This design comes from an exercise in tuning for small area, a short achievable clock period and few clock cycles on the open sky130 flow, not from production work. RTL that was checked went through simulation tests only; none was proved equivalent to the original. No functional check of the RTL was part of run 1. No activity file was given, so power comes from the tool's default toggle rates.

<file path="flow/design.v">
module CHIP (	mem_read_D,
				mem_write_D,
				mem_addr_D,
				mem_rdata_D,
				mem_wdata_D,
				mem_ready_D,
				mem_read_I,
				mem_write_I,
				mem_addr_I,
				mem_rdata_I,
				mem_wdata_I,
				mem_ready_I,
				clk,
				rst_n,
				DCACHE_addr,
				DCACHE_wdata,
				DCACHE_wen
				);
output			mem_read_I;
output			mem_write_I;
output	[31:4]	mem_addr_I;
input	[127:0]	mem_rdata_I;
output	[127:0]	mem_wdata_I;
input			mem_ready_I;
output			mem_read_D;
output			mem_write_D;
output	[31:4]	mem_addr_D;
input	[127:0]	mem_rdata_D;
output	[127:0]	mem_wdata_D;
input			mem_ready_D;
input			clk, rst_n;
output	[29:0]	DCACHE_addr;
output	[31:0]	DCACHE_wdata;
output			DCACHE_wen;
integer i, j;
reg  [13:0] pc;
reg         id_v;              
reg  [31:0] id_ins;
reg  [13:0] id_pc4;
reg         ex_wr, ex_ld, ex_st, ex_beq, ex_jr;
reg  [4:0]  ex_rd;
reg  [31:0] ex_a, ex_b;        
reg         ex_fa, ex_fb;      
reg         ex_imm;            
reg  [15:0] ex_im;
reg         ex_sub;            
reg         ex_s_add, ex_s_and, ex_s_or, ex_s_xor, ex_s_nor, ex_s_sll, ex_s_srl,
            ex_s_slt, ex_s_link;
reg  [13:0] ex_pc4;
reg  [13:0] ex_bt;             
reg  [13:0] ex_addr;           
reg         w_wr;
reg  [4:0]  w_rd;
reg  [31:0] w_d;               
reg  [13:2] w_addr;            
reg  [31:0] w_sd;              
reg         st_q;              
reg  [31:0] rf [0:31];
reg  [31:0] rf_ok;             
wire        dstall;            
wire        lu;                
wire        redir;             
reg  [127:0] ic_data [0:5];        
reg  [8:0]  ic_tag [0:5];
reg  [5:0]  ic_val;
reg  [1:0]  ic_age [0:5];          
reg         iq_v;                  
reg  [9:0]  iq_line;
reg         ib_busy;               
reg  [9:0]  ib_line;
wire [9:0]  pc_line = pc[13:4];
reg  [9:0]  nx_line;               
reg  [5:0]  ih, inh;               
reg  [5:0]  iv;                    
reg  [5:0]  iv_old;
reg  [31:0] if_ins;
always @(*) begin
	for (i = 0; i < 6; i = i + 1) begin
		ih[i] = ((i / 3) == pc_line[0]) & ic_val[i] & (ic_tag[i] == pc_line[9:1]);
		inh[i] = ((i / 3) == nx_line[0]) & ic_val[i] & (ic_tag[i] == nx_line[9:1]);
		iv_old[i] = ((i / 3) == ib_line[0]) & (ic_age[i] == 2'd2);
	end
	iv = 6'd0;
	if (ib_line[0]) begin
		if (~ic_val[3]) iv[3] = 1'b1;
		else if (~ic_val[4]) iv[4] = 1'b1;
		else if (~ic_val[5]) iv[5] = 1'b1;
		else iv[5:3] = iv_old[5:3];
	end else begin
		if (~ic_val[0]) iv[0] = 1'b1;
		else if (~ic_val[1]) iv[1] = 1'b1;
		else if (~ic_val[2]) iv[2] = 1'b1;
		else iv[2:0] = iv_old[2:0];
	end
	if_ins = 32'd0;
	for (i = 0; i < 6; i = i + 1)
		if_ins = if_ins | ({32{ih[i]}} & ic_data[i][32*pc[3:2] +: 32]);
end
wire        if_hit = |ih;
wire        ic_nhit = |inh;
wire        ib_fill = ib_busy & mem_ready_I;
wire        i_acc = iq_v & (~ib_busy | mem_ready_I);
wire        iq_pc = iq_v & (iq_line == pc_line);
wire        iq_nx = iq_v & (iq_line == nx_line);
wire        i_have_pc = if_hit | (ib_busy & (ib_line == pc_line)) | (iq_pc & (~ib_busy | mem_ready_I));
wire        i_have_nx = ic_nhit | (ib_busy & (ib_line == nx_line)) | (iq_nx & (~ib_busy | mem_ready_I));
assign mem_read_I = iq_v;
assign mem_addr_I = {18'd0, iq_line};
assign mem_write_I = 1'b0;
assign mem_wdata_I = 128'd0;
reg  [5:0]  iu;
reg  [1:0]  iu_age;
always @(*) begin
	iu = ih;
	iu_age = 2'd0;
	for (i = 0; i < 6; i = i + 1)
		if (iu[i])
			iu_age = iu_age | ic_age[i];
end
wire        iu_set = pc_line[0];
always @(posedge clk or negedge rst_n) begin
	if (~rst_n) begin
		ic_val <= 6'd0;
		for (i = 0; i < 6; i = i + 1)
			ic_age[i] <= i % 3;
		ib_busy <= 1'b0;
		iq_v <= 1'b0;
	end else begin
		if (ib_fill)
			ic_val <= ic_val | iv;
		if (|iu)
			for (i = 0; i < 6; i = i + 1)
				if ((i / 3) == iu_set) begin
					if (iu[i])
						ic_age[i] <= 2'd0;
					else if (ic_age[i] < iu_age)
						ic_age[i] <= ic_age[i] + 2'd1;
				end
		if (i_acc)
			ib_busy <= 1'b1;
		else if (mem_ready_I)
			ib_busy <= 1'b0;
		iq_v <= ~i_have_pc | ~i_have_nx;
	end
end
always @(posedge clk) begin
	iq_line <= ~i_have_pc ? pc_line : nx_line;
	nx_line <= pc_line + 10'd1;
	if (i_acc)
		ib_line <= iq_line;
	for (i = 0; i < 6; i = i + 1)
		if (ib_fill & iv[i]) begin
			ic_data[i] <= mem_rdata_I;
			ic_tag[i] <= ib_line[9:1];
		end
end
reg  [31:0] dc_data [0:7];         
reg  [9:0]  dc_tag [0:1];
reg  [1:0]  dc_val, dc_dirty;
reg         dc_lru;                
reg         dq_rd, dq_wr;          
reg  [9:0]  dq_line;
reg  [127:0] dq_wdata;
reg         wb_pend;               
reg  [9:0]  wb_line;
reg         db_busy;               
reg         db_rd;                 
reg         f_pend;                
reg  [9:0]  f_line;
reg         f_idx;                 
reg         f_st;                  
reg  [1:0]  f_word;
reg  [31:0] f_data;
reg         f_ld;                  
wire [31:0] fb;                    
wire [9:0]  m_line = ex_addr[13:4];
wire [1:0]  m_word = ex_addr[3:2];
wire        m_mem = ex_ld | ex_st;
wire        dh0 = dc_val[0] & (dc_tag[0] == m_line);
wire        dh1 = dc_val[1] & (dc_tag[1] == m_line);
wire        dc_hit = dh0 | dh1;
wire        v_idx = ~dc_val[0] ? 1'b0 : ~dc_val[1] ? 1'b1 : dc_lru;
wire        dc_vdirty = dc_val[v_idx] & dc_dirty[v_idx];
wire        d_acc = (dq_rd | dq_wr) & (~db_busy | mem_ready_D);
wire        d_rdy = db_busy & db_rd;   
wire        d_fill = d_rdy & mem_ready_D;
wire        d_conf = f_pend & (dh1 == f_idx);
wire        d_hitok = dc_hit & ~d_conf;
wire        d_free = ~f_pend & ~dq_rd & ~dq_wr;
wire        d_issue = d_free & m_mem & ~dc_hit;
wire        d_fwd = f_ld & d_rdy & mem_ready_D;
wire        d_go_early = ~m_mem | d_hitok | (d_issue & ex_st);
wire        d_go_fill = f_ld & d_rdy;
assign      dstall = ~(d_go_early | (d_go_fill & mem_ready_D));
assign mem_read_D  = dq_rd;
assign mem_write_D = dq_wr;
assign mem_addr_D  = {18'd0, dq_line};
assign mem_wdata_D = dq_wdata;
wire [31:0] m_fw = mem_rdata_D[32*m_word +: 32];
wire [31:0] m_cw = dc_data[{dh1, m_word}];
wire        m_stw = ex_st & d_hitok;
reg  [31:0] dw_sd [0:1];           
reg  [7:0]  dw_st;                 
reg  [7:0]  dw_en;
always @(*) begin
	for (i = 0; i < 2; i = i + 1) begin
		dw_sd[i] = (f_pend & (f_idx == i)) ? f_data : fb;
		for (j = 0; j < 4; j = j + 1) begin
			dw_st[i*4+j] = (f_pend & (f_idx == i)) ? (f_st & (f_word == j)) : (m_word == j);
			dw_en[i*4+j] = (m_stw & (dh1 == i) & (m_word == j)) | (d_fill & (f_idx == i));
		end
	end
end
always @(posedge clk or negedge rst_n) begin
	if (~rst_n) begin
		dc_val <= 2'd0;
		dc_dirty <= 2'd0;
		dc_lru <= 1'b0;
		dq_rd <= 1'b0;
		dq_wr <= 1'b0;
		wb_pend <= 1'b0;
		db_busy <= 1'b0;
		f_pend <= 1'b0;
		f_ld <= 1'b0;
	end else begin
		if (d_issue) begin
			dq_rd <= 1'b1;
			wb_pend <= dc_vdirty;
			f_pend <= 1'b1;
			f_ld <= ex_ld;
		end else if (d_acc) begin
			dq_rd <= 1'b0;
			dq_wr <= dq_rd & wb_pend;
			wb_pend <= 1'b0;
		end
		if (d_acc)
			db_busy <= 1'b1;
		else if (mem_ready_D)
			db_busy <= 1'b0;
		if (d_fill) begin
			dc_val[f_idx] <= 1'b1;
			dc_dirty[f_idx] <= f_st;
			f_pend <= 1'b0;
			f_ld <= 1'b0;
		end
		if (m_stw)
			dc_dirty[dh1] <= 1'b1;
		if (d_fill)
			dc_lru <= ~f_idx;
		else if (m_mem & d_hitok)
			dc_lru <= ~dh1;
	end
end
always @(posedge clk) begin
	if (d_acc)
		db_rd <= dq_rd;
	if (d_issue) begin
		dq_line <= m_line;
		dq_wdata <= {dc_data[{v_idx,2'd3}], dc_data[{v_idx,2'd2}],
		             dc_data[{v_idx,2'd1}], dc_data[{v_idx,2'd0}]};
		wb_line <= dc_tag[v_idx];
		f_line <= m_line;
		f_idx <= v_idx;
		f_st <= ex_st;
		f_word <= m_word;
		f_data <= fb;
	end else if (d_acc)
		dq_line <= wb_line;
	for (i = 0; i < 8; i = i + 1)
		if (dw_en[i])
			dc_data[i] <= dw_st[i] ? dw_sd[i / 4] : mem_rdata_D[32*(i % 4) +: 32];
	if (d_fill)
		dc_tag[f_idx] <= f_line;
end
assign DCACHE_wen = st_q;
assign DCACHE_addr = {18'd0, w_addr};
assign DCACHE_wdata = w_sd;
wire        if_j = (if_ins[31:26] == 6'h02) | (if_ins[31:26] == 6'h03);
wire [13:0] pc4 = pc + 14'd4;
wire [5:0]  op = id_ins[31:26];
wire [4:0]  rs = id_ins[25:21];
wire [4:0]  rt = id_ins[20:16];
wire [4:0]  rd = id_ins[15:11];
wire [5:0]  fn = id_ins[5:0];
wire        is_r = (op == 6'h00);
wire        is_nop = (id_ins == 32'd0);
wire        is_jr = is_r & ((fn == 6'h08) | (fn == 6'h09));
wire        is_jalr = is_r & (fn == 6'h09);
wire        is_jal = (op == 6'h03);
wire        is_j = (op == 6'h02);
wire        is_beq = (op == 6'h04);
wire        is_lw = (op == 6'h23);
wire        is_sw = (op == 6'h2B);
wire        d_wr = id_v & ~(is_beq | is_j | (is_r & (fn == 6'h08)) | is_sw | is_nop);
wire [4:0]  d_rd = (is_jal | is_jalr) ? 5'd31 : is_r ? rd : rt;
wire        f_sub  = is_r & (fn == 6'h22);
wire        f_and  = (is_r & (fn == 6'h24)) | (op == 6'h0C);
wire        f_or   = (is_r & (fn == 6'h25)) | (op == 6'h0D);
wire        f_xor  = (is_r & (fn == 6'h26)) | (op == 6'h0E);
wire        f_nor  = is_r & (fn == 6'h1B);
wire        f_sll  = is_r & (fn == 6'h00);
wire        f_srl  = is_r & ((fn == 6'h02) | (fn == 6'h03));
wire        f_slt  = (is_r & (fn == 6'h2A)) | (op == 6'h0A);
wire        f_link = is_jal | is_jalr;
wire        f_add  = ~(f_sub | f_and | f_or | f_xor | f_nor | f_sll | f_srl | f_slt | f_link | is_lw);
wire        byp_a = w_wr & (w_rd == rs);
wire        byp_b = w_wr & (w_rd == rt);
wire [31:0] rf_ra = rf[rs] & {32{rf_ok[rs]}};
wire [31:0] rf_a = byp_a ? w_d : rf_ra;
wire [31:0] rf_b = byp_b ? w_d : (rf[rt] & {32{rf_ok[rt]}});
assign      lu = id_v & (is_lw | is_sw) & ex_wr & (ex_rd == rs);
wire [13:0] id_addr = byp_a ? w_d[13:0] + id_ins[13:0] : rf_ra[13:0] + id_ins[13:0];
wire [31:0] fa = ex_fa ? w_d : ex_a;
assign      fb = ex_fb ? w_d : ex_b;
wire [31:0] o2 = ex_imm ? {{16{ex_im[15]}}, ex_im} : fb;
wire [31:0] ad_b = o2 ^ {32{ex_sub}};
reg  [31:0] ad_g, ad_p, ad_s;
integer lv;
always @(*) begin
	ad_g = fa & ad_b;
	ad_p = fa ^ ad_b;
	ad_g[0] = ad_g[0] | (ad_p[0] & ex_sub);
	for (lv = 1; lv < 32; lv = lv * 2)
		for (i = 31; i >= lv; i = i - 1) begin
			ad_g[i] = ad_g[i] | (ad_p[i] & ad_g[i-lv]);
			ad_p[i] = ad_p[i] & ad_p[i-lv];
		end
	ad_s = (fa ^ ad_b) ^ {ad_g[30:0], ex_sub};
end
wire        sh_big = |fb[31:5];
wire [31:0] sh_l = fa << fb[4:0];
wire [31:0] sh_r = fa >> fb[4:0];
wire [31:0] ex_res =
	({32{ex_s_add}}  & ad_s) |
	({32{ex_s_and}}  & (fa & o2)) |
	({32{ex_s_or}}   & (fa | o2)) |
	({32{ex_s_xor}}  & (fa ^ o2)) |
	({32{ex_s_nor}}  & ~(fa | o2)) |
	({32{ex_s_sll & ~sh_big}} & sh_l) |
	({32{ex_s_srl & ~sh_big}} & sh_r) |
	({32{ex_s_slt}}  & {31'd0, ~ad_g[31]}) |
	({32{ex_s_link}} & {18'd0, ex_pc4}) |
	({32{ex_ld}}     & m_cw);
wire        ex_taken = (ex_beq & (fa == fb)) | ex_jr;
wire [13:0] ex_tgt = ex_jr ? fa[13:0] : ex_bt;
assign      redir = ex_taken & ~dstall;
wire        id_hold = dstall | lu;
always @(posedge clk or negedge rst_n) begin
	if (~rst_n) begin
		pc <= 14'd0;
		id_v <= 1'b0;
		ex_wr <= 1'b0; ex_ld <= 1'b0; ex_st <= 1'b0; ex_beq <= 1'b0; ex_jr <= 1'b0;
		w_wr <= 1'b0;
		st_q <= 1'b0;
		rf_ok <= 32'd0;
	end else begin
		if (redir) begin
			pc <= ex_tgt;
			id_v <= 1'b0;
		end else if (~id_hold) begin
			if (if_hit) begin
				pc <= if_j ? {if_ins[11:0], 2'b00} : pc4;
				id_v <= 1'b1;
			end else
				id_v <= 1'b0;
		end
		if (~dstall) begin
			if (lu | redir) begin
				ex_wr <= 1'b0; ex_ld <= 1'b0; ex_st <= 1'b0; ex_beq <= 1'b0; ex_jr <= 1'b0;
			end else begin
				ex_wr <= d_wr;
				ex_ld <= id_v & is_lw;
				ex_st <= id_v & is_sw;
				ex_beq <= id_v & is_beq;
				ex_jr <= id_v & is_jr;
			end
		end
		if (~dstall)
			w_wr <= ex_wr;
		st_q <= ~dstall & ex_st;
		if (w_wr)
			rf_ok[w_rd] <= 1'b1;
	end
end
always @(posedge clk) begin
	if (~id_hold & ~redir & if_hit) begin
		id_ins <= if_ins;
		id_pc4 <= pc4;
	end
	if (~dstall) begin
		ex_rd <= d_rd;
		ex_a <= rf_a;
		ex_b <= rf_b;
		ex_fa <= ex_wr & (ex_rd == rs);
		ex_fb <= ex_wr & (ex_rd == rt);
		ex_imm <= ~is_r & ~is_sw;
		ex_im <= id_ins[15:0];
		ex_sub <= f_sub | f_slt;
		ex_s_add <= f_add | f_sub;
		ex_s_and <= f_and;
		ex_s_or <= f_or;
		ex_s_xor <= f_xor;
		ex_s_nor <= f_nor;
		ex_s_sll <= f_sll;
		ex_s_srl <= f_srl;
		ex_s_slt <= f_slt;
		ex_s_link <= f_link;
		ex_pc4 <= id_pc4;
		ex_bt <= id_pc4 + {id_ins[11:0], 2'b00};
		ex_addr <= id_addr;
		w_rd <= ex_rd;
		w_d <= d_fwd ? m_fw : ex_res;
		w_addr <= ex_addr[13:2];
		w_sd <= fb;
	end
	if (w_wr)
		rf[w_rd] <= w_d;
end
endmodule
</file>
<file path="flow/flow/run.sh">
#!/bin/bash
# Layout flow: the standard ORFS flow (standard.sh, standard synthesis
# unchanged), with three layout settings changed:
#  - timing repair aims for 7.5 ns of setup slack, so it keeps sizing and
#    buffering the critical paths well below the 12 ns clock period;
#  - cell sizing may swap cells of any footprint (the platform default only
#    allows swaps between cells of the same footprint);
#  - the port buffers are sky130_fd_sc_hd__buf_4 instead of delay buffers.
# make's full output goes to flow_make.log; every ORFS step also keeps its own
# log under orfs/logs/.
set -euo pipefail
cd "$(dirname "$0")/.."
bash standard.sh \
  SETUP_SLACK_MARGIN=7.5 \
  MATCH_CELL_FOOTPRINT=0 \
  "BUFFER_PORTS_ARGS=-buffer_cell sky130_fd_sc_hd__buf_4" \
  finish > flow_make.log 2>&1
</file>
<file path="flow/standard.sh">
#!/bin/bash
# synth_recipe.tcl (not shown) runs the flow's synth.tcl, then flattens the netlist and writes it again
# the make line also repeats each setting of config.mk as NAME=value (left out here)
make -C /OpenROAD-flow-scripts/flow DESIGN_CONFIG=/design/flow/config.mk WORK_HOME=/design/flow/orfs CLKGATE_MAP_FILE= SYNTH_SCRIPT=/design/flow/synth_recipe.tcl "${@:-finish}"
</file>
<file path="flow/config.mk">
export PLATFORM = sky130hd
export DESIGN_NAME = CHIP
export DESIGN_NICKNAME = CHIP
export VERILOG_FILES = /design/flow/design.v
export SDC_FILE = /design/flow/constraint.sdc
export NUM_CORES = 8
export LEC_CHECK = 0
export CAP_MARGIN = 20
export CORE_MARGIN = 2
export CORE_UTILIZATION = 40
export SLEW_MARGIN = 20
</file>
<file path="flow/constraint.sdc">
create_clock -name core_clock -period 12.0 [get_ports {clk}]
set_input_delay 2.4000 -clock core_clock [delete_from_list [all_inputs] [get_ports {clk}]]
set_output_delay 2.4000 -clock core_clock [all_outputs]
set_load 0.01 [all_outputs]
</file>
==> summary.txt, run 1 <==
Reg2reg setup slack = 7480 ps
Clk buf depth = 4
Seq/Total Area, Yosys = 0.631
Period utilisation layout = 0.377
#FFs+latches synth = 2705
WP buf/inv = 4
Root Buffer = clkbuf_16
Vias in the first global route = 78604
First-pass GRT wire length = 588 mm
WS Path Type = reg2reg
# DRC = 0
Most used flip-flop cell after synthesis = edfxtp_1
Clk_skew = 87.9 ps
Core ar. = 0.318 sq mm
CP Max Fanout = 10
Clk network pwr share = 0.451
Total Nets Final = 9116
Final slew viol count = 0
Fraction of registers with async set/reset = 0.0314
Gate power share = 0.039
Number of enable flip-flop cells after synthesis = 2590
Max-Cap Viols = 0
RSZ-0062 raised after global routing = yes
PnR worst setup slack = 7480 ps
Pin count of the biggest net entering global routing = 139
Final core utilization = 0.464
Die Area = 0.323 sq mm
Count of input and output buffers = 455
Min-delay src = id_pc4[0]$_DFFE_PP_
FMAX = 221 MHz
Final Non-Filler Cells = 13142
Total negative slack = 0 ps
Placed Area = 0.136 sq mm
CP max stage delay = 490 ps
Crit path arrival time = 5160 ps
Peak supply drop = 0.137 mV
DRT iter0 DRCs = 10363
CP endpoint kind = flop
CP required = 12640 ps
GRT Residual Overflow = 0
Pre-CTS WS = 5770 ps
Min-delay worst type = reg2reg
Detail Placement HPWL = 265 mm
Worst Setup Start Kind = flop
Final setup vio count = 0
Syn avg cell area = 15.5 sq um
Area Growth Syn to Fin = 15.5%
Rows = 207
Switching Power = 4.43 mW
Most common cell after layout, fill and taps aside = edfxtp_1
Chip width = 569 um
Clock buffer count from CTS = 297
H-tree depth = 5
Reg2reg start = ex_fb$_DFFE_PN_
Vias per cell = 6.06
Design area = 0.147 sq mm
Final RePlAce weighted congestion = 0.960
Sequential fraction of design power = 0.509
Hold path depth = 0
Area of the mapped netlist = 0.128 sq mm
Min cycle time layout = 4520 ps
Clock latency on the worst-skew pair = 940 ps
Wire per inst = 31.9 um
Antenna viol nets, final = 0
FF-to-FF path depth = 14
CTS sink cnt = 2705
Yosys warning total = 6
R2r endpoint = w_d[0]$_DFFE_PN_
Relative slew slack = 0.187
Placed cells = 12519
Most frequent cells in the layout = edfxtp_1 (2590), nand2_1 (1075), mux4_2 (883), buf_4 (649), o21ai_0 (531)
Int Power = 16.1 mW
Sw Ratio = 0.216
Least-Margin Pin Slew = 1200 ps
Starting Density = 0.402
Status = finished clean
Crit-path cells = buf_4, buf_12, buf_12, mux2i_2, inv_1, o21ai_1, xnor2_1, ha_1, nand2b_1, o2111ai_1, a21oi_1, o21ai_0, nor3_1, a21oi_1
Number of I/O pins = 639
Post-synthesis cell count = 8219
Clock tree from TritonCTS = yes
Vias = 79696
Antenna violations before repair = 53
Fraction of layout cells with a size suffix above 1 = 0.257
Number of fill cells in the layout = 27222
TritonRoute pass-1 iters = 7
Slowest cell on crit path = mux2i_2
Overall die height = 569 um
Pwr per Cell Area = 139 mW/mm^2
Post-Route WL = 420 mm
Hold Path Sink = ex_bt[0]$_DFFE_PN_
Hold violation count in the final report = 0
P_leak = 50.6 nW
Yosys cell types = 93
Delay-heaviest family, CP = compound AO/OA/AOI/OAI gates
Global router's overall resource usage = 0.252
Clk slew on worst S/H paths = 70 ps
## sequential cells by signal, indices dropped and copies added, names as in the netlist, 12 cells and up, named ones only
register	cells
rf	1024
ic_data	768
dc_data	256
dq_wdata	128
ic_tag	54
ex_a	32
ex_b	32
f_data	32
id_ins	32
rf_ok	32
w_d	32
w_sd	32
dc_tag	20
ex_im	16
ex_bt	14
id_pc4	14
pc	14
ex_addr	12
ex_pc4	12
ic_age	12
w_addr	12
## stage by stage
step / hold WS, ps / power, mW
after CTS: 449 / 20.6
after floorplan: 400 / 11.1
final: 442 / 20.5
after global routing: 457 / 21.0
after detailed placement: 434 / 11.4
after global placement: 424 / 11.4
## worst reg2reg max path: stages, from the launching register on
cell,delay [ps]
edfxtp_1,410
buf_4,170
buf_12,180
buf_12,160
mux2i_2,500
inv_1,300
o21ai_1,420
xnor2_1,190
ha_1,290
nand2b_1,350
o2111ai_1,160
a21oi_1,290
o21ai_0,280
nor3_1,410
a21oi_1,120
## how the worst max path moves through the flow
stage	slack [ps]	end	startpoint	cells past startpoint
6_report	7480	w_d[0]$_DFFE_PN_	ex_fb$_DFFE_PN_	14
3_3_place_gp	5740	ex_addr[13]$_DFFE_PN_	flop	13
5_1_grt	7430	w_d[25]$_DFFE_PN_	ex_fb$_DFFE_PN_	18
4_1_cts	7340	ex_addr[13]$_DFFE_PN_	flop	14
2_1_floorplan	5200	ex_a[0]$_DFFE_PN_	mem_ready_D	7
3_5_place_dp	5770	ex_addr[13]$_DFFE_PN_	flop	13
## metal layers
layer  vias up  track usage  part of all wire
met3       959       0.0613              0.11
met2      4592        0.401              0.47
met1     41092        0.333              0.38
li1      32973            -                 -
met4        80       0.0999             0.046
met5         -            0            0.0012
## cells by family after synthesis
| group | count (synthesis) | synth area share |
|---|---|---|
| fa+ha+maj | 146 | 0.0144 |
| other cells | 1 | 0.0000294 |
| compound gates | 1224 | 0.0592 |
| buf+inv | 869 | 0.0320 |
| xor+xnor | 317 | 0.0218 |
| simple gates | 1736 | 0.0583 |
| flops | 2705 | 0.631 |
| mux | 1221 | 0.183 |
## power by group through the flow
stage          clock [mW]  sequential (mW)  combinational [mW]
3_3_place_gp            0             10.6               0.768
5_1_grt              9.72             10.4               0.866
6_report             9.25             10.4               0.806
2_1_floorplan           0             10.6               0.508
4_1_cts              9.38             10.4               0.790
3_5_place_dp            0             10.6               0.780
## repair_timing
| item | in CTS | in global routing |
|---|---|---|
| gates resized for setup | 132 | 92 |
| hold buffers | 0 | 0 |
| setup buffers | 28 | 26 |
| pin swaps | 3 | 10 |
| cloned | 11 | 5 |
| endpoints found under the setup margin | 431 | 211 |
## synth_stat cells (107+ instances only)
library cell  count  area share
buf_4           184       0.011
mux4_2          883        0.16
mux2i_1         281       0.022
inv_1           151      0.0044
o21ai_0         559       0.022
nand3_1         107      0.0042
ha_1            144       0.014
a22oi_1         133      0.0078
a21oi_1         161      0.0063
nand2_1        1082       0.032
xnor2_1         237       0.016
clkbuf_1        375       0.011
edfxtp_1       2590        0.61
nor2_1          276      0.0081
## final cells by class
| type | instances | area (sq um) | share of cell area |
|---|---|---|---|
| diodes | 10 | 25.0 | 0.000170 |
| clock buffers | 362 | 7900 | 0.0536 |
| clock inverters | 179 | 1900 | 0.0129 |
| inverters | 157 | 606 | 0.00411 |
| multi-input cells | 4828 | 44900 | 0.305 |
| flip-flops and latches | 2705 | 80500 | 0.547 |
| well taps | 4180 | 5230 | 0.0355 |
| repair buffers | 720 | 6210 | 0.0422 |
| repair inverters | 1 | 5.00 | 0.0000340 |
==> inputs of run 2 (changes only) <==
--- a/flow/design.v
+++ b/flow/design.v
@@ -72,16 +72,17 @@
 reg  [9:0]  nx_line;               
 reg  [5:0]  ih, inh;               
 reg  [5:0]  iv;                    
+reg  [5:0]  iv_q;                  
 reg  [5:0]  iv_old;
 reg  [31:0] if_ins;
 always @(*) begin
 	for (i = 0; i < 6; i = i + 1) begin
 		ih[i] = ((i / 3) == pc_line[0]) & ic_val[i] & (ic_tag[i] == pc_line[9:1]);
 		inh[i] = ((i / 3) == nx_line[0]) & ic_val[i] & (ic_tag[i] == nx_line[9:1]);
-		iv_old[i] = ((i / 3) == ib_line[0]) & (ic_age[i] == 2'd2);
+		iv_old[i] = ((i / 3) == iq_line[0]) & (ic_age[i] == 2'd2);
 	end
 	iv = 6'd0;
-	if (ib_line[0]) begin
+	if (iq_line[0]) begin
 		if (~ic_val[3]) iv[3] = 1'b1;
 		else if (~ic_val[4]) iv[4] = 1'b1;
 		else if (~ic_val[5]) iv[5] = 1'b1;
@@ -111,13 +112,13 @@
 reg  [5:0]  iu;
 reg  [1:0]  iu_age;
 always @(*) begin
-	iu = ih;
+	iu = i_acc ? iv : ih;
 	iu_age = 2'd0;
 	for (i = 0; i < 6; i = i + 1)
 		if (iu[i])
 			iu_age = iu_age | ic_age[i];
 end
-wire        iu_set = pc_line[0];
+wire        iu_set = i_acc ? iq_line[0] : pc_line[0];
 always @(posedge clk or negedge rst_n) begin
 	if (~rst_n) begin
 		ic_val <= 6'd0;
@@ -126,8 +127,7 @@
 		ib_busy <= 1'b0;
 		iq_v <= 1'b0;
 	end else begin
-		if (ib_fill)
-			ic_val <= ic_val | iv;
+		ic_val <= (ic_val | ({6{ib_fill}} & iv_q)) & ~({6{i_acc}} & iv);
 		if (|iu)
 			for (i = 0; i < 6; i = i + 1)
 				if ((i / 3) == iu_set) begin
@@ -146,18 +146,25 @@
 always @(posedge clk) begin
 	iq_line <= ~i_have_pc ? pc_line : nx_line;
 	nx_line <= pc_line + 10'd1;
-	if (i_acc)
+	if (i_acc) begin
 		ib_line <= iq_line;
-	for (i = 0; i < 6; i = i + 1)
-		if (ib_fill & iv[i]) begin
+		iv_q <= iv;
+	end
+	for (i = 0; i < 6; i = i + 1) begin
+		if (i_acc & iv[i])
+			ic_tag[i] <= iq_line[9:1];
+		if (ib_busy & iv_q[i])
 			ic_data[i] <= mem_rdata_I;
-			ic_tag[i] <= ib_line[9:1];
-		end
+	end
 end
-reg  [31:0] dc_data [0:7];         
-reg  [9:0]  dc_tag [0:1];
-reg  [1:0]  dc_val, dc_dirty;
-reg         dc_lru;                
+localparam DN = 2;                 
+localparam DNB = 1;                
+localparam PF = 1;                 
+localparam PFW = 3;                
+reg  [31:0] dc_data [0:DN*4-1];    
+reg  [9:0]  dc_tag [0:DN-1];
+reg  [DN-1:0] dc_val, dc_dirty;
+reg  [DNB-1:0] dc_age [0:DN-1];    
 reg         dq_rd, dq_wr;          
 reg  [9:0]  dq_line;
 reg  [127:0] dq_wdata;
@@ -167,7 +174,7 @@
 reg         db_rd;                 
 reg         f_pend;                
 reg  [9:0]  f_line;
-reg         f_idx;                 
+reg  [DN-1:0] f_oh;                
 reg         f_st;                  
 reg  [1:0]  f_word;
 reg  [31:0] f_data;
@@ -175,19 +182,50 @@
 wire [31:0] fb;                    
 wire [9:0]  m_line = ex_addr[13:4];
 wire [1:0]  m_word = ex_addr[3:2];
+wire [9:0]  ex_nline = m_line + 10'd1;  
 wire        m_mem = ex_ld | ex_st;
-wire        dh0 = dc_val[0] & (dc_tag[0] == m_line);
-wire        dh1 = dc_val[1] & (dc_tag[1] == m_line);
-wire        dc_hit = dh0 | dh1;
-wire        v_idx = ~dc_val[0] ? 1'b0 : ~dc_val[1] ? 1'b1 : dc_lru;
-wire        dc_vdirty = dc_val[v_idx] & dc_dirty[v_idx];
+reg  [DN-1:0] dh, dnh, v_oh;
+reg  [DNB-1:0] h_age;
+reg  [31:0] m_cw;
+reg  [127:0] v_line;
+reg  [9:0]  v_tag;
+reg         v_found;
+always @(*) begin
+	h_age = 0;
+	m_cw = 32'd0;
+	for (i = 0; i < DN; i = i + 1) begin
+		dh[i] = dc_val[i] & (dc_tag[i] == m_line);
+		dnh[i] = dc_val[i] & (dc_tag[i] == ex_nline);
+		if (dh[i]) h_age = h_age | dc_age[i];
+		m_cw = m_cw | ({32{dh[i]}} & dc_data[i*4 + m_word]);
+	end
+	v_oh = 0;
+	v_found = 1'b0;
+	for (i = 0; i < DN; i = i + 1)
+		if (~v_found & ~dc_val[i]) begin v_oh[i] = 1'b1; v_found = 1'b1; end
+	for (i = 0; i < DN; i = i + 1)
+		if (~v_found & (dc_age[i] == DN - 1) & ~dh[i]) begin v_oh[i] = 1'b1; v_found = 1'b1; end
+	for (i = 0; i < DN; i = i + 1)
+		if (~v_found & (dc_age[i] == DN - 2)) begin v_oh[i] = 1'b1; v_found = 1'b1; end
+	v_line = 128'd0;
+	v_tag = 10'd0;
+	for (i = 0; i < DN; i = i + 1) begin
+		v_line = v_line | ({128{v_oh[i]}} & {dc_data[i*4+3], dc_data[i*4+2], dc_data[i*4+1], dc_data[i*4]});
+		v_tag = v_tag | ({10{v_oh[i]}} & dc_tag[i]);
+	end
+end
+wire        dc_hit_w = |dh;
+wire        dc_hit = dc_hit_w;
+wire        dc_vdirty = |(v_oh & dc_val & dc_dirty);
 wire        d_acc = (dq_rd | dq_wr) & (~db_busy | mem_ready_D);
 wire        d_rdy = db_busy & db_rd;   
 wire        d_fill = d_rdy & mem_ready_D;
-wire        d_conf = f_pend & (dh1 == f_idx);
+wire        d_conf = f_pend & |(dh & f_oh);
 wire        d_hitok = dc_hit & ~d_conf;
 wire        d_free = ~f_pend & ~dq_rd & ~dq_wr;
 wire        d_issue = d_free & m_mem & ~dc_hit;
+wire        d_pf = (PF != 0) & d_free & ex_ld & d_hitok & (m_word >= PFW) & ~(|dnh);
+wire        d_req = d_issue | d_pf;
 wire        d_fwd = f_ld & d_rdy & mem_ready_D;
 wire        d_go_early = ~m_mem | d_hitok | (d_issue & ex_st);
 wire        d_go_fill = f_ld & d_rdy;
@@ -197,25 +235,34 @@
 assign mem_addr_D  = {18'd0, dq_line};
 assign mem_wdata_D = dq_wdata;
 wire [31:0] m_fw = mem_rdata_D[32*m_word +: 32];
-wire [31:0] m_cw = dc_data[{dh1, m_word}];
 wire        m_stw = ex_st & d_hitok;
-reg  [31:0] dw_sd [0:1];           
-reg  [7:0]  dw_st;                 
-reg  [7:0]  dw_en;
+reg  [31:0] dw_sd [0:DN-1];        
+reg  [DN*4-1:0] dw_st;             
+reg  [DN*4-1:0] dw_en;
 always @(*) begin
-	for (i = 0; i < 2; i = i + 1) begin
-		dw_sd[i] = (f_pend & (f_idx == i)) ? f_data : fb;
+	for (i = 0; i < DN; i = i + 1) begin
+		dw_sd[i] = (f_pend & f_oh[i]) ? f_data : fb;
 		for (j = 0; j < 4; j = j + 1) begin
-			dw_st[i*4+j] = (f_pend & (f_idx == i)) ? (f_st & (f_word == j)) : (m_word == j);
-			dw_en[i*4+j] = (m_stw & (dh1 == i) & (m_word == j)) | (d_fill & (f_idx == i));
+			dw_st[i*4+j] = (f_pend & f_oh[i]) ? (f_st & (f_word == j)) : (m_word == j);
+			dw_en[i*4+j] = (m_stw & dh[i] & (m_word == j)) | (d_rdy & f_oh[i]);
 		end
 	end
 end
+wire        dage_upd = d_fill | (m_mem & d_hitok);
+reg  [DN-1:0] du;
+reg  [DNB-1:0] du_age;
+always @(*) begin
+	du = d_fill ? f_oh : dh;
+	du_age = 0;
+	for (i = 0; i < DN; i = i + 1)
+		if (du[i]) du_age = du_age | dc_age[i];
+end
 always @(posedge clk or negedge rst_n) begin
 	if (~rst_n) begin
-		dc_val <= 2'd0;
-		dc_dirty <= 2'd0;
-		dc_lru <= 1'b0;
+		dc_val <= 0;
+		dc_dirty <= 0;
+		for (i = 0; i < DN; i = i + 1)
+			dc_age[i] <= i;
 		dq_rd <= 1'b0;
 		dq_wr <= 1'b0;
 		wb_pend <= 1'b0;
@@ -223,11 +270,11 @@
 		f_pend <= 1'b0;
 		f_ld <= 1'b0;
 	end else begin
-		if (d_issue) begin
+		if (d_req) begin
 			dq_rd <= 1'b1;
 			wb_pend <= dc_vdirty;
 			f_pend <= 1'b1;
-			f_ld <= ex_ld;
+			f_ld <= d_issue & ex_ld;
 		end else if (d_acc) begin
 			dq_rd <= 1'b0;
 			dq_wr <= dq_rd & wb_pend;
@@ -238,39 +285,41 @@
 		else if (mem_ready_D)
 			db_busy <= 1'b0;
 		if (d_fill) begin
-			dc_val[f_idx] <= 1'b1;
-			dc_dirty[f_idx] <= f_st;
+			dc_val <= dc_val | f_oh;
+			dc_dirty <= (dc_dirty & ~f_oh) | ({DN{f_st}} & f_oh) | ({DN{m_stw}} & dh);
 			f_pend <= 1'b0;
 			f_ld <= 1'b0;
-		end
-		if (m_stw)
-			dc_dirty[dh1] <= 1'b1;
-		if (d_fill)
-			dc_lru <= ~f_idx;
-		else if (m_mem & d_hitok)
-			dc_lru <= ~dh1;
+		end else if (m_stw)
+			dc_dirty <= dc_dirty | dh;
+		if (dage_upd)
+			for (i = 0; i < DN; i = i + 1) begin
+				if (du[i])
+					dc_age[i] <= 0;
+				else if (dc_age[i] < du_age)
+					dc_age[i] <= dc_age[i] + 1'b1;
+			end
 	end
 end
 always @(posedge clk) begin
 	if (d_acc)
 		db_rd <= dq_rd;
-	if (d_issue) begin
-		dq_line <= m_line;
-		dq_wdata <= {dc_data[{v_idx,2'd3}], dc_data[{v_idx,2'd2}],
-		             dc_data[{v_idx,2'd1}], dc_data[{v_idx,2'd0}]};
-		wb_line <= dc_tag[v_idx];
-		f_line <= m_line;
-		f_idx <= v_idx;
-		f_st <= ex_st;
+	if (d_req) begin
+		dq_line <= d_issue ? m_line : ex_nline;
+		dq_wdata <= v_line;
+		wb_line <= v_tag;
+		f_line <= d_issue ? m_line : ex_nline;
+		f_oh <= v_oh;
+		f_st <= d_issue & ex_st;
 		f_word <= m_word;
 		f_data <= fb;
 	end else if (d_acc)
 		dq_line <= wb_line;
-	for (i = 0; i < 8; i = i + 1)
+	for (i = 0; i < DN*4; i = i + 1)
 		if (dw_en[i])
 			dc_data[i] <= dw_st[i] ? dw_sd[i / 4] : mem_rdata_D[32*(i % 4) +: 32];
-	if (d_fill)
-		dc_tag[f_idx] <= f_line;
+	for (i = 0; i < DN; i = i + 1)
+		if (d_fill & f_oh[i])
+			dc_tag[i] <= f_line;
 end
 assign DCACHE_wen = st_q;
 assign DCACHE_addr = {18'd0, w_addr};
==> run 2 against run 1 <==
Against the previous run: non-clock buffer count grew 27; cell area grew 0.59%; worst setup slack gained 56 ps; still clean; final cell count shrank 2.2%; sequential share of layout area shrank 0.16 points; via count shrank 0.62%; critical path type unchanged; global-route usage shrank 0.41 points.
==> summary.txt, run 2 <==
Top-count cell post-synth = edfxtp_1
Worst Setup Start Kind = flop
Pin count of the biggest net entering global routing = 157 (+13%)
Clk_skew = 95.1 ps (+7.22 ps)
CP max stage delay = 510 ps (+20 ps)
Most common cell after layout, fill and taps aside = edfxtp_1
Least-Margin Pin Slew = 1230 ps (+24.2 ps)
Global router's overall resource usage = 0.248 (-0.00410)
Design area = 0.148 sq mm (+0.59%)
# DRC = 0 (unchanged)
Yosys top cell by area = edfxtp_1
GRT Residual Overflow = 0 (unchanged)
Largest Register = rf
Most used flip-flop cell after synthesis = edfxtp_1
Clk buf depth = 4 (unchanged)
Post-Route WL = 416 mm (-0.90%)
H-tree depth = 5 (unchanged)
Crit path arrival time = 5110 ps (-50 ps)
Root Buffer = clkbuf_16
Top cells by area, synth = edfxtp_1 (61%), mux4_2 (17%), o21ai_0 (2.1%)
Clock latency on the worst-skew pair = 950 ps (about the same)
Antenna viol nets, final = 0 (unchanged)
Largest regs = rf (1024), ic_data (768), dc_data (256)
Min-delay worst type = reg2reg
CTS sink cnt = 2713 (+0.30%)
Crit-path cells = buf_12, buf_16, mux4_2, mux4_2, mux2i_4, o21ai_4, ha_4, a21o_1, a21o_1, a21o_1, a21o_1, a21o_1, a221oi_4, o21ai_2, o21a_1, nor2_2, xnor2_1
Seq/Total Area, Yosys = 0.629 (-0.00206)
Clk slew on worst S/H paths = 70 ps (about the same)
Max reg flops = 1024 (unchanged)
FMAX = 224 MHz (+1.2%)
Max-Cap Viols = 0 (unchanged)
Yosys top cell area share = 0.608 (-0.00214)
Area of the mapped netlist = 0.128 sq mm (+0.62%)
Peak supply drop = 0.141 mV (+3.5%)
Count of input and output buffers = 455 (unchanged)
TritonRoute pass-1 iters = 9 (+2)
Number of I/O pins = 639 (unchanged)
CP endpoint kind = flop
Core ar. = 0.319 sq mm (+0.33%)
Final RePlAce weighted congestion = 0.946 (-1.5%)
Relative slew slack = 0.173 (-0.0146)
Period utilisation layout = 0.372 (-0.00464)
Number of fill cells in the layout = 27050 (-0.63%)
Post-synthesis cell count = 7908 (-3.8%)
Most frequent CP cell = a21o_1
Synth cell count leaders = edfxtp_1 (2597), mux4_2 (941), nand2_1 (629), o21ai_0 (530), clkbuf_1 (362)
Hold violation count in the final report = 0 (unchanged)
Chip width = 570 um (+0.31%)
Yosys cell types = 99 (+6.5%)
Final core utilization = 0.465 (+0.00121)
Overall die height = 570 um (+0.31%)
#FFs+latches synth = 2713 (+0.30%)
Most frequent cells in the layout = edfxtp_1 (2597), mux4_2 (941), buf_4 (672), nand2_1 (624), o21ai_0 (498)
Total Nets Final = 8825 (-3.2%)
Final slew viol count = 0 (unchanged)
Hold_buf cts = 0 (unchanged)
Pwr per Cell Area = 170 mW/mm^2 (+22%)
Wire per inst = 32.4 um (+1.4%)
Number of enable flip-flop cells after synthesis = 2597 (+0.27%)
Starting Density = 0.403 (+0.00119)
Detail Placement HPWL = 260 mm (-1.7%)
DRT iter0 DRCs = 10675 (+3.0%)
Vias in the first global route = 77519 (-1.4%)
Vias per cell = 6.16 (+1.6%)
Total negative slack = 0 ps (unchanged)
CP Max Fanout = 6 (-4)
Die Area = 0.325 sq mm (+0.62%)
Vias = 79205 (-0.62%)
Min cycle time layout = 4470 ps (-55.6 ps)
Status = finished clean
Placed Area = 0.136 sq mm (+0.55%)
Clock tree from TritonCTS = yes
Syn avg cell area = 16.2 sq um (+4.6%)
Fraction of layout cells with a size suffix above 1 = 0.273 (+0.0159)
P_leak = 51.7 nW (+2.2%)
Yosys warning total = 8 (+2)
Fraction of registers with async set/reset = 0.0317 (+0.000276)
Antenna violations before repair = 69 (+30%)
Final setup vio count = 0 (unchanged)
Slowest cell on crit path = mux4_2
First-pass GRT wire length = 581 mm (-1.0%)
Rows = 207 (unchanged)
RSZ-0062 raised after global routing = yes
Area Growth Syn to Fin = 15.4% (about the same)
Clock buffer count from CTS = 296 (-0.34%)
CP required = 12650 ps (about the same)
WS Path Type = reg2reg
[run 2: path summary, 6_finish.rpt]
| check | from | depth (start not counted) | end | slack, ps |
|---|---|---|---|---|
| max | flop | 17 | ex_addr[13]$_DFFE_PN_ | 7530 |
| min | f_line[9]$_DFFE_PN_ | 0 | dc_tag[0][9]$_DFFE_PP_ | 430 |
| max reg2reg | flop | 17 | ex_addr[13]$_DFFE_PN_ | 7530 |
| min reg2reg | f_line[9]$_DFFE_PN_ | 0 | dc_tag[0][9]$_DFFE_PP_ | 430 |
| max in group asynchronous | rst_n | 2 | pc[3]$_DFFE_PN0P_ | 9220 |
| min in group asynchronous | rst_n | 1 | ic_age[2][0]$_DFFE_PN0P_ | 1380 |
[run 2: final cells by class]
type / count / area, sq um / share of cell area
inverters: 161 / 616 / 0.00415
well taps: 4180 / 5230 / 0.0353
clock inverters: 160 / 1860 / 0.0126
flip-flops and latches: 2713 / 80800 / 0.545
clock buffers: 365 / 7760 / 0.0524
repair buffers: 747 / 6530 / 0.0441
repair inverters: 1 / 5.00 / 0.0000338
multi-input cells: 4504 / 45300 / 0.306
diodes: 19 / 47.5 / 0.000321
[run 2: per-stage QoR]
stage               std cells  power (mW)  hold WS, ps  setup slack [ps]
floorplan                8090        14.7          400              5310
global placement        12210        16.0          420              5800
detailed placement      12212        16.1          419              5800
CTS                     12784        25.3          411              7330
global route            12832        26.0          416              7440
finish                  12850        25.2          428              7530
[run 2: critical path, delay by kind of cell, from the launching register on]
kind | cells | cell delay (ps)
simple gates | 1 | 120
fa+ha+maj | 1 | 260
mux | 3 | 1390
compound gates | 9 | 1660
buf+inv | 2 | 310
flops | 1 | 360
xor+xnor | 1 | 70
[run 2: what timing repair did]
| item | in CTS | in global routing |
|---|---|---|
| buffers inserted | 35 | 37 |
| pin swaps | 6 | 26 |
| gates cloned | 12 | 10 |
| gates resized for setup | 120 | 94 |
| endpoints found under the setup margin | 339 | 104 |
[run 2: cell families after synthesis]
kind of cell	Yosys count	synth area share
other	1	0.0000292
DFF	2713	0.629
and+or+nand+nor	1260	0.0437
buffers and inverters	876	0.0326
AOI/OAI and AO/OA	1329	0.0674
muxes	1231	0.189
xor gates and xnor gates	357	0.0244
adders and majority gates	141	0.0139
[run 2: layer usage]
layer  part of all wire  GRT usage  up-vias
met3               0.10     0.0531      865
met1               0.39      0.339    41368
li1                   -          -    32465
met2               0.46      0.392     4409
met4              0.041     0.0906       98
met5             0.0016          0        -
[run 2: power by group]
part / total [mW] / switching [mW] / internal, mW
Sequential: 11.6 / 0.535 / 11.1
Combinational: 4.45 / 2.51 / 1.94
Clock: 9.14 / 3.90 / 5.25
Testbench counts of run 2, summed over its fixed seeds: cycles 81,464.
==> inputs of run 3 (changes only) <==
--- a/flow/design.v
+++ b/flow/design.v
@@ -75,6 +75,7 @@
 reg  [5:0]  iv_q;                  
 reg  [5:0]  iv_old;
 reg  [31:0] if_ins;
+reg  [17:0] if_nx;                 
 always @(*) begin
 	for (i = 0; i < 6; i = i + 1) begin
 		ih[i] = ((i / 3) == pc_line[0]) & ic_val[i] & (ic_tag[i] == pc_line[9:1]);
@@ -94,8 +95,15 @@
 		else iv[2:0] = iv_old[2:0];
 	end
 	if_ins = 32'd0;
-	for (i = 0; i < 6; i = i + 1)
+	if_nx = 18'd0;
+	for (i = 0; i < 6; i = i + 1) begin
 		if_ins = if_ins | ({32{ih[i]}} & ic_data[i][32*pc[3:2] +: 32]);
+		case (pc[3:2])
+		2'd0: if_nx = if_nx | ({18{ih[i]}} & {ic_data[i][63:58], ic_data[i][43:32]});
+		2'd1: if_nx = if_nx | ({18{ih[i]}} & {ic_data[i][95:90], ic_data[i][75:64]});
+		default: if_nx = if_nx | ({18{ih[i]}} & {ic_data[i][127:122], ic_data[i][107:96]});
+		endcase
+	end
 end
 wire        if_hit = |ih;
 wire        ic_nhit = |inh;
@@ -109,16 +117,17 @@
 assign mem_addr_I = {18'd0, iq_line};
 assign mem_write_I = 1'b0;
 assign mem_wdata_I = 128'd0;
+reg         i_acc_q;               
 reg  [5:0]  iu;
 reg  [1:0]  iu_age;
 always @(*) begin
-	iu = i_acc ? iv : ih;
+	iu = i_acc_q ? iv_q : ih;
 	iu_age = 2'd0;
 	for (i = 0; i < 6; i = i + 1)
 		if (iu[i])
 			iu_age = iu_age | ic_age[i];
 end
-wire        iu_set = i_acc ? iq_line[0] : pc_line[0];
+wire        iu_set = i_acc_q ? ib_line[0] : pc_line[0];
 always @(posedge clk or negedge rst_n) begin
 	if (~rst_n) begin
 		ic_val <= 6'd0;
@@ -126,7 +135,9 @@
 			ic_age[i] <= i % 3;
 		ib_busy <= 1'b0;
 		iq_v <= 1'b0;
+		i_acc_q <= 1'b0;
 	end else begin
+		i_acc_q <= i_acc;
 		ic_val <= (ic_val | ({6{ib_fill}} & iv_q)) & ~({6{i_acc}} & iv);
 		if (|iu)
 			for (i = 0; i < 6; i = i + 1)
@@ -179,6 +190,7 @@
 reg  [1:0]  f_word;
 reg  [31:0] f_data;
 reg         f_ld;                  
+reg         f_arm;                 
 wire [31:0] fb;                    
 wire [9:0]  m_line = ex_addr[13:4];
 wire [1:0]  m_word = ex_addr[3:2];
@@ -226,10 +238,9 @@
 wire        d_issue = d_free & m_mem & ~dc_hit;
 wire        d_pf = (PF != 0) & d_free & ex_ld & d_hitok & (m_word >= PFW) & ~(|dnh);
 wire        d_req = d_issue | d_pf;
-wire        d_fwd = f_ld & d_rdy & mem_ready_D;
+wire        d_fwd = f_arm & mem_ready_D;
 wire        d_go_early = ~m_mem | d_hitok | (d_issue & ex_st);
-wire        d_go_fill = f_ld & d_rdy;
-assign      dstall = ~(d_go_early | (d_go_fill & mem_ready_D));
+assign      dstall = ~(d_go_early | (f_arm & mem_ready_D));
 assign mem_read_D  = dq_rd;
 assign mem_write_D = dq_wr;
 assign mem_addr_D  = {18'd0, dq_line};
@@ -269,7 +280,12 @@
 		db_busy <= 1'b0;
 		f_pend <= 1'b0;
 		f_ld <= 1'b0;
+		f_arm <= 1'b0;
 	end else begin
+		if (d_acc & dq_rd & f_ld)
+			f_arm <= 1'b1;
+		else if (mem_ready_D)
+			f_arm <= 1'b0;
 		if (d_req) begin
 			dq_rd <= 1'b1;
 			wb_pend <= dc_vdirty;
@@ -325,6 +341,7 @@
 assign DCACHE_addr = {18'd0, w_addr};
 assign DCACHE_wdata = w_sd;
 wire        if_j = (if_ins[31:26] == 6'h02) | (if_ins[31:26] == 6'h03);
+wire        if_fold = (pc[3:2] != 2'd3) & (if_nx[17:12] == 6'h02);
 wire [13:0] pc4 = pc + 14'd4;
 wire [5:0]  op = id_ins[31:26];
 wire [4:0]  rs = id_ins[25:21];
@@ -408,7 +425,7 @@
 			id_v <= 1'b0;
 		end else if (~id_hold) begin
 			if (if_hit) begin
-				pc <= if_j ? {if_ins[11:0], 2'b00} : pc4;
+				pc <= if_j ? {if_ins[11:0], 2'b00} : if_fold ? {if_nx[11:0], 2'b00} : pc4;
 				id_v <= 1'b1;
 			end else
 				id_v <= 1'b0;
==> flow/flow/run.sh (replaced) <==
#!/bin/bash
# Layout flow: the standard ORFS flow (standard.sh, standard synthesis
# unchanged; config.mk's settings come in through config.mk), with three
# layout settings changed:
#  - timing repair aims for 8 ns of setup slack, so it keeps sizing and
#    buffering the critical paths well below the 12 ns clock period;
#  - cell sizing may swap cells of any footprint (the platform default only
#    allows swaps between cells of the same footprint);
#  - the port buffers are sky130_fd_sc_hd__buf_2 instead of delay buffers.
# make's full output goes to flow_make.log; every ORFS step also keeps its own
# log under orfs/logs/.
set -euo pipefail
cd "$(dirname "$0")/.."
bash standard.sh \
  SETUP_SLACK_MARGIN=8.0 \
  MATCH_CELL_FOOTPRINT=0 \
  "BUFFER_PORTS_ARGS=-buffer_cell sky130_fd_sc_hd__buf_2" \
  finish > flow_make.log 2>&1
--- a/flow/config.mk
+++ b/flow/config.mk
@@ -7,5 +7,9 @@
 export LEC_CHECK = 0
 export CAP_MARGIN = 20
 export CORE_MARGIN = 2
-export CORE_UTILIZATION = 40
+export CORE_UTILIZATION = 60
+export CTS_BUF_LIST = sky130_fd_sc_hd__clkbuf_16
+export CTS_CLUSTER_DIAMETER = 80
+export CTS_CLUSTER_SIZE = 20
 export SLEW_MARGIN = 20
+export TNS_END_PERCENT = 20
==> run 3 against run 2 <==
Against the previous run: worst setup slack improved by 170 ps; still clean; critical path depth decreased by 11; highest routed layer unchanged; maximum frequency increased by 3.9%; via count increased by 3.1%; final cell count decreased by 9.5%; flip-flop and latch count increased by 2; largest cell class unchanged; die area decreased by 32%; global-route usage increased by 11 points.
==> summary.txt, run 3 <==
FF-to-FF path depth = 6 (-11)
Core ar. = 0.217 sq mm (-32%)
Hold_buf cts = 0 (unchanged)
GRT Residual Overflow = 0 (unchanged)
Syn avg cell area = 15.8 sq um (-2.9%)
Top-count cell post-synth = edfxtp_1
Min-delay worst type = reg2reg
Reg2reg setup slack = 7700 ps (+170 ps)
CP Max Fanout = 113 (+107)
Period utilisation layout = 0.358 (-0.0138)
Multi-input logic area = 0.0477 sq mm (+5.2%)
Rows = 171 (-17%)
Placed cells = 11227 (-8.1%)
Final setup vio count = 0 (unchanged)
Pwr per Cell Area = 155 mW/mm^2 (-8.7%)
R2r endpoint = ex_b[21]$_DFFE_PN_
#FFs+latches synth = 2715 (+0.074%)
Post-Route WL = 402 mm (-3.4%)
Vias in the first global route = 80012 (+3.2%)
Number of I/O pins = 639 (unchanged)
Clock buffer count from CTS = 159 (-46%)
Worst Setup Start Kind = flop
Vias = 81638 (+3.1%)
# DRC = 0 (unchanged)
Fraction of layout cells with a size suffix above 1 = 0.257 (-0.0158)
Max reg flops = 1024 (unchanged)
P_leak = 50.1 nW (-3.1%)
Peak supply drop = 0.165 mV (+17%)
Clock tree from TritonCTS = yes
Clk buf depth = 3 (-1)
Yosys top cell area share = 0.597 (-0.0104)
Register area = 0.0809 sq mm (about the same)
DRT iter0 DRCs = 11215 (+5.1%)
Pin count of the biggest net entering global routing = 124 (-21%)
Most common cell after layout, fill and taps aside = edfxtp_1
Wire per inst = 34.6 um (+6.7%)
Antenna violations before repair = 40 (-42%)
Yosys warning total = 8 (unchanged)
Global router's overall resource usage = 0.358 (+0.110)
WS Path Type = reg2reg
Fraction of registers with async set/reset = 0.0324 (+0.000713)
Min-delay src = id_pc4[0]$_DFFE_PP_
Clk slew on worst S/H paths = 90 ps (+20 ps)
Largest regs = rf (1024), ic_data (768), dc_data (256)
Yosys cell types = 96 (-3.0%)
Largest Register = rf
Final slew viol count = 0 (unchanged)
Hold path depth = 0 (unchanged)
Pwr Total = 22.3 mW (-12%)
Top cells by area, synth = edfxtp_1 (60%), mux4_2 (16%), o21ai_0 (2.1%)
First-pass GRT wire length = 570 mm (-2.0%)
Clock latency on the worst-skew pair = 890 ps (-60 ps)
Post-synthesis cell count = 8286 (+4.8%)
Die Area = 0.221 sq mm (-32%)
CP required = 12600 ps (-50 ps)
Root Buffer = clkbuf_16
Clk_skew = 46.3 ps (-48.8 ps)
Hold WS = 433 ps (+5.05 ps)
Total negative slack = 0 ps (unchanged)
CP endpoint kind = flop
RSZ-0062 raised after global routing = yes
Count of input and output buffers = 455 (unchanged)
Final RePlAce weighted congestion = 0.988 (+4.5%)
H-tree depth = 4 (-1)
Hold violation count in the final report = 0 (unchanged)
Most used flip-flop cell after synthesis = edfxtp_1
Status = finished clean
Area of the mapped netlist = 0.131 sq mm (+1.7%)
Antenna viol nets, final = 0 (unchanged)
Total Nets Final = 9093 (+3.0%)
FMAX = 233 MHz (+3.9%)
Area Growth Syn to Fin = 9.91%
Number of enable flip-flop cells after synthesis = 2597 (unchanged)
Vias per cell = 7.02 (+14%)
Number of fill cells in the layout = 15009 (-45%)
Seq/Total Area, Yosys = 0.619 (-0.0104)
Synth cell count leaders = edfxtp_1 (2597), mux4_2 (942), nand2_1 (686), o21ai_0 (546), clkbuf_1 (389)
Max-Cap Viols = 0 (unchanged)
Yosys top cell by area = edfxtp_1
TritonRoute pass-1 iters = 6 (-3)
Detail Placement HPWL = 245 mm (-5.7%)
Relative slew slack = 0.219 (+0.0458)
Chip width = 471 um (-18%)
Overall die height = 471 um (-18%)
Min cycle time layout = 4300 ps (-166 ps)
CTS sink cnt = 2715 (+0.074%)
Crit path arrival time = 4900 ps (-210 ps)
Least-Margin Pin Slew = 1160 ps (-68.0 ps)
Most frequent cells in the layout = edfxtp_1 (2597), mux4_2 (942), nand2_1 (680), o21ai_0 (512), buf_2 (454)
Starting Density = 0.602 (+0.200)
Hold Path Sink = ex_bt[0]$_DFFE_PN_
Final Non-Filler Cells = 11626 (-9.5%)
run 3: worst max-delay path by stage:
stage	endpoint
2_1_floorplan	ex_a[0]$_DFFE_PN_
3_3_place_gp	ex_addr[13]$_DFFE_PN_
3_5_place_dp	ex_addr[13]$_DFFE_PN_
4_1_cts	ex_b[18]$_DFFE_PN_
5_1_grt	w_d[22]$_DFFE_PN_
6_report	ex_b[21]$_DFFE_PN_
run 3: cells by family after synthesis:
logic type,after synthesis,synth area share
XOR/XNOR,353,0.0237
flip-flops,2715,0.619
multiplexers,1250,0.187
other,1,0.0000287
AND/OR/NAND/NOR,1386,0.0483
adder cells (fa/ha/maj),142,0.0137
AO/OA/AOI/OAI,1523,0.0750
buffers and inverters,916,0.0331
run 3: routing by layer:
metal	part of all wire	vias up	global-route usage	wire length, um
met5	0.00076	-	0	307
met4	0.046	50	0.144	18300
met3	0.11	905	0.0653	42200
met2	0.48	5172	0.565	191000
met1	0.37	42040	0.501	150000
li1	-	33471	-	-
run 3: what timing repair did:
action | 4_1_cts | 5_1_grt
cloned | 31 | 5
pin swaps | 37 | 18
resized for setup | 292 | 76
setup buffers | 99 | 21
endpoints found under the setup margin | 889 | 649
run 3: stage by stage:
stage	cell area, sq um	setup slack, ps	utilization
2_1_floorplan	131000	5010	-
3_3_place_gp	136000	5470	0.626
3_5_place_dp	136000	5580	0.626
6_report	144000	7700	0.662
5_1_grt	144000	7750	0.662
4_1_cts	143000	7840	0.659
run 3: area by class of cell:
cell class | instances | share of cell area
Sequential cell | 2715 | 0.563
Multi-Input combinational cell | 4843 | 0.332
Timing Repair Buffer | 798 | 0.0424
Clock buffer | 159 | 0.0277
Tap cell | 2854 | 0.0249
Inverter | 173 | 0.00468
Clock inverter | 68 | 0.00445
Antenna cell | 15 | 0.000262
Timing Repair inverter | 1 | 0.0000523
run 3: worst max-delay path: stages, from the launching register on:
cell     delay [ps]
dfxtp_4         750
buf_12          500
buf_12          520
mux4_2          410
mux4_2          480
mux2i_1         630
o21ai_0         200
run 3: power breakdown:
part | total, mW | leakage (nW) | internal (mW) | switching (mW)
sequential | 11.7 | 25.7 | 11.2 | 0.527
clock | 5.64 | 2.37 | 2.47 | 3.16
combinational | 4.92 | 22.0 | 2.04 | 2.88
Testbench counts of run 3, summed over its fixed seeds: cycles 76,405.

-- port drivers added, routing unchanged --
How much do the figures lean on ideal ports? The routed layouts below were timed once more, with nothing changed but the port constraints. Step 1, drivers: a clkbuf_16 drives clk and a buf_2 each remaining input, both assumed. Step 2 also shifts input and output timing later by t, the mid clock arrival at the registers, as if the neighbouring blocks saw the same clock. Slacks: no drivers / after step 1 / after step 2; pairs: no drivers / after step 1.
run	t, ns	setup WS [ns]	worst register clock-pin slew, ns
run 1	1.001	7.478 / 7.478 / 6.639	0.07 / 0.07
run 2	1.014	7.534 / 7.534 / 6.625	0.08 / 0.08
run 3	0.970	7.700 / 7.700 / 7.009	0.09 / 0.09
After both steps every run listed still meets setup and hold. The setup slack of run 2, which loses most, moves by 0.000 ns with the drivers and by -0.909 ns with both steps.
